Source: an optimization exercise on an open RTL-to-GDS flow (aim: small area, a short achievable clock period and few clock cycles per item). Production flows keep margins and buffers that such runs may drop. Only simulation tests tie the RTL to the original design; equivalence was not proved.

==> inputs of cedar <==
Design PipeIntMul, start of the top module:
module PipeIntMul(
  input  [31:0] intA,
  input  [31:0] intB,
  output [63:0] longP,
  input         val_op,
  output        commit,
  output        oprand_rdy,
  input         clk,
  input         reset
);
  reg [31:0] a0_r;
  reg [15:0] one0_r;
  reg [15:0] two0_r;
  reg [15:0] neg0_r;
  reg b31_r;
  reg [137:0] m0_r;
  reg [63:0] p_r;
  reg [2:0] val_r;
  assign oprand_rdy = 1'b1;
  assign commit = val_r[2];
  assign longP = p_r;
  wire pp_0_0;
  wire pp_0_1;
  wire pp_0_2;
  wire pp_0_3;
  wire pp_0_4;
  wire pp_0_5;
  wire pp_0_6;
  wire pp_0_7;
  wire pp_0_8;
  wire pp_0_9;
  wire pp_0_10;
  wire pp_0_11;
  wire pp_0_12;
  wire pp_0_13;
  wire pp_0_14;
  wire pp_0_15;
  wire pp_0_16;
  wire pp_0_17;
  wire pp_0_18;
  wire pp_0_19;
  wire pp_0_20;
  wire pp_0_21;
  wire pp_0_22;
  wire pp_0_23;
  wire pp_0_24;
  wire pp_0_25;
  wire pp_0_26;
  wire pp_0_27;
  wire pp_0_28;
  wire pp_0_29;
  wire pp_0_30;
  wire pp_0_31;
  wire pp_0_32;
  wire ns1;
  wire pp_1_0;
  wire pp_1_1;
  wire pp_1_2;
  wire pp_1_3;
  wire pp_1_4;
  wire pp_1_5;
  wire pp_1_6;
  wire pp_1_7;
  wire pp_1_8;
  wire pp_1_9;
  wire pp_1_10;
  wire pp_1_11;
  wire pp_1_12;
  wire pp_1_13;
  wire pp_1_14;
  wire pp_1_15;
  wire pp_1_16;
  wire pp_1_17;
  wire pp_1_18;
  wire pp_1_19;
  wire pp_1_20;
  wire pp_1_21;
  wire pp_1_22;
  wire pp_1_23;
  wire pp_1_24;
  wire pp_1_25;
  wire pp_1_26;
  wire pp_1_27;
  wire pp_1_28;
  wire pp_1_29;
  wire pp_1_30;
  wire pp_1_31;
  wire pp_1_32;
  wire ns2;
  wire pp_2_0;
  wire pp_2_1;
  wire pp_2_2;
  wire pp_2_3;
  wire pp_2_4;
  wire pp_2_5;
  wire pp_2_6;
  wire pp_2_7;
  wire pp_2_8;
  wire pp_2_9;
  wire pp_2_10;
  wire pp_2_11;
  wire pp_2_12;
  wire pp_2_13;
  wire pp_2_14;
  wire pp_2_15;
  wire pp_2_16;
  wire pp_2_17;
  ...
export LEC_CHECK = 0
export CAP_MARGIN = 20
export CORE_MARGIN = 2
export CORE_UTILIZATION = 60
export CTS_BUF_LIST = sky130_fd_sc_hd__clkbuf_4 sky130_fd_sc_hd__clkbuf_8
export SLEW_MARGIN = 20
export SYNTH_HIERARCHICAL = 1
export SYNTH_MINIMUM_KEEP_SIZE = 0
create_clock -name core_clock -period 9.0 [get_ports {clk}]
standard.sh (not shown) runs the stock make flow with config.mk's settings and CLKGATE_MAP_FILE= SYNTH_SCRIPT=/design/flow/synth_recipe.tcl, a recipe that flattens the netlist after the stock synthesis.
==> flow/flow/run.sh <==
#!/bin/bash
# Own layout flow: the standard ORFS flow (standard.sh, with its synthesis
# unchanged) with two knobs set on the make command line:
#  - SETUP_SLACK_MARGIN: timing repair aims this many ns below the clock period
#    (flow/margin.txt), so the achieved period is pushed down;
set -euo pipefail
MARGIN=$(cat flow/margin.txt 2>/dev/null || echo 5)
bash standard.sh SETUP_SLACK_MARGIN="$MARGIN" TNS_END_PERCENT=100 \
  BUFFER_PORTS_ARGS="-buffer_cell sky130_fd_sc_hd__buf_1" finish > flow_make.log 2>&1
==> flow/flow/margin.txt <==
5.5
==> lagoon (differences from cedar) <==
==> flow/run.sh (new file) <==
#!/bin/bash
# synth_recipe.tcl (not shown) runs the flow's synth.tcl, then flattens the netlist and writes it again
# the make line also repeats each setting of config.mk as NAME=value (left out here)
make -C /OpenROAD-flow-scripts/flow DESIGN_CONFIG=/design/flow/config.mk WORK_HOME=/design/flow/orfs CLKGATE_MAP_FILE= SYNTH_SCRIPT=/design/flow/synth_recipe.tcl finish
- CORE_UTILIZATION: 60 -> 40
- CTS_BUF_LIST: sky130_fd_sc_hd__clkbuf_4 sky130_fd_sc_hd__clkbuf_8 -> not set
- SETUP_SLACK_MARGIN: not set -> 5
- TNS_END_PERCENT: not set -> 100
removed: flow/flow/run.sh
removed: flow/flow/margin.txt
removed: flow/standard.sh
==> comparison <==
Clock skew: lagoon is lower than cedar (0.0065 ns).
In cedar the count of clock-buffer cells in the layout is higher than in lagoon, by 25.
Against cedar, the non-clock buffer count of lagoon is lower by 219.
Core utilization: lagoon is lower than cedar (29 points).
Testbench counts of cedar, summed over its fixed seeds: cycles 816, items 800.
Testbench counts of lagoon, summed over its fixed seeds: cycles 816, items 800.

-- re-timing with driven ports --
No port has a modelled driver above. Below, the same layouts with a new extraction and two added sets of constraints.
Step 1, drivers: a clkbuf_16 drives clk and a buf_2 each remaining input, both assumed.
Step 2 times the ports against the registers' clock, not the clock port: input delays grow and output delays shrink by t, the midpoint of the rising clock arrivals with the driver on.
a / b / c = ideal / step 1 / step 2; a / b = the first two.
| run | t (ns) | slack for setup (ns) | latest minus earliest clock arrival (ns) |
|---|---|---|---|
| cedar | 0.695 | 5.252 / 5.252 / 5.252 | 0.039 / 0.038 |
| lagoon | 0.632 | 4.971 / 4.971 / 4.971 | 0.032 / 0.032 |
After both steps every run listed still meets setup and hold.
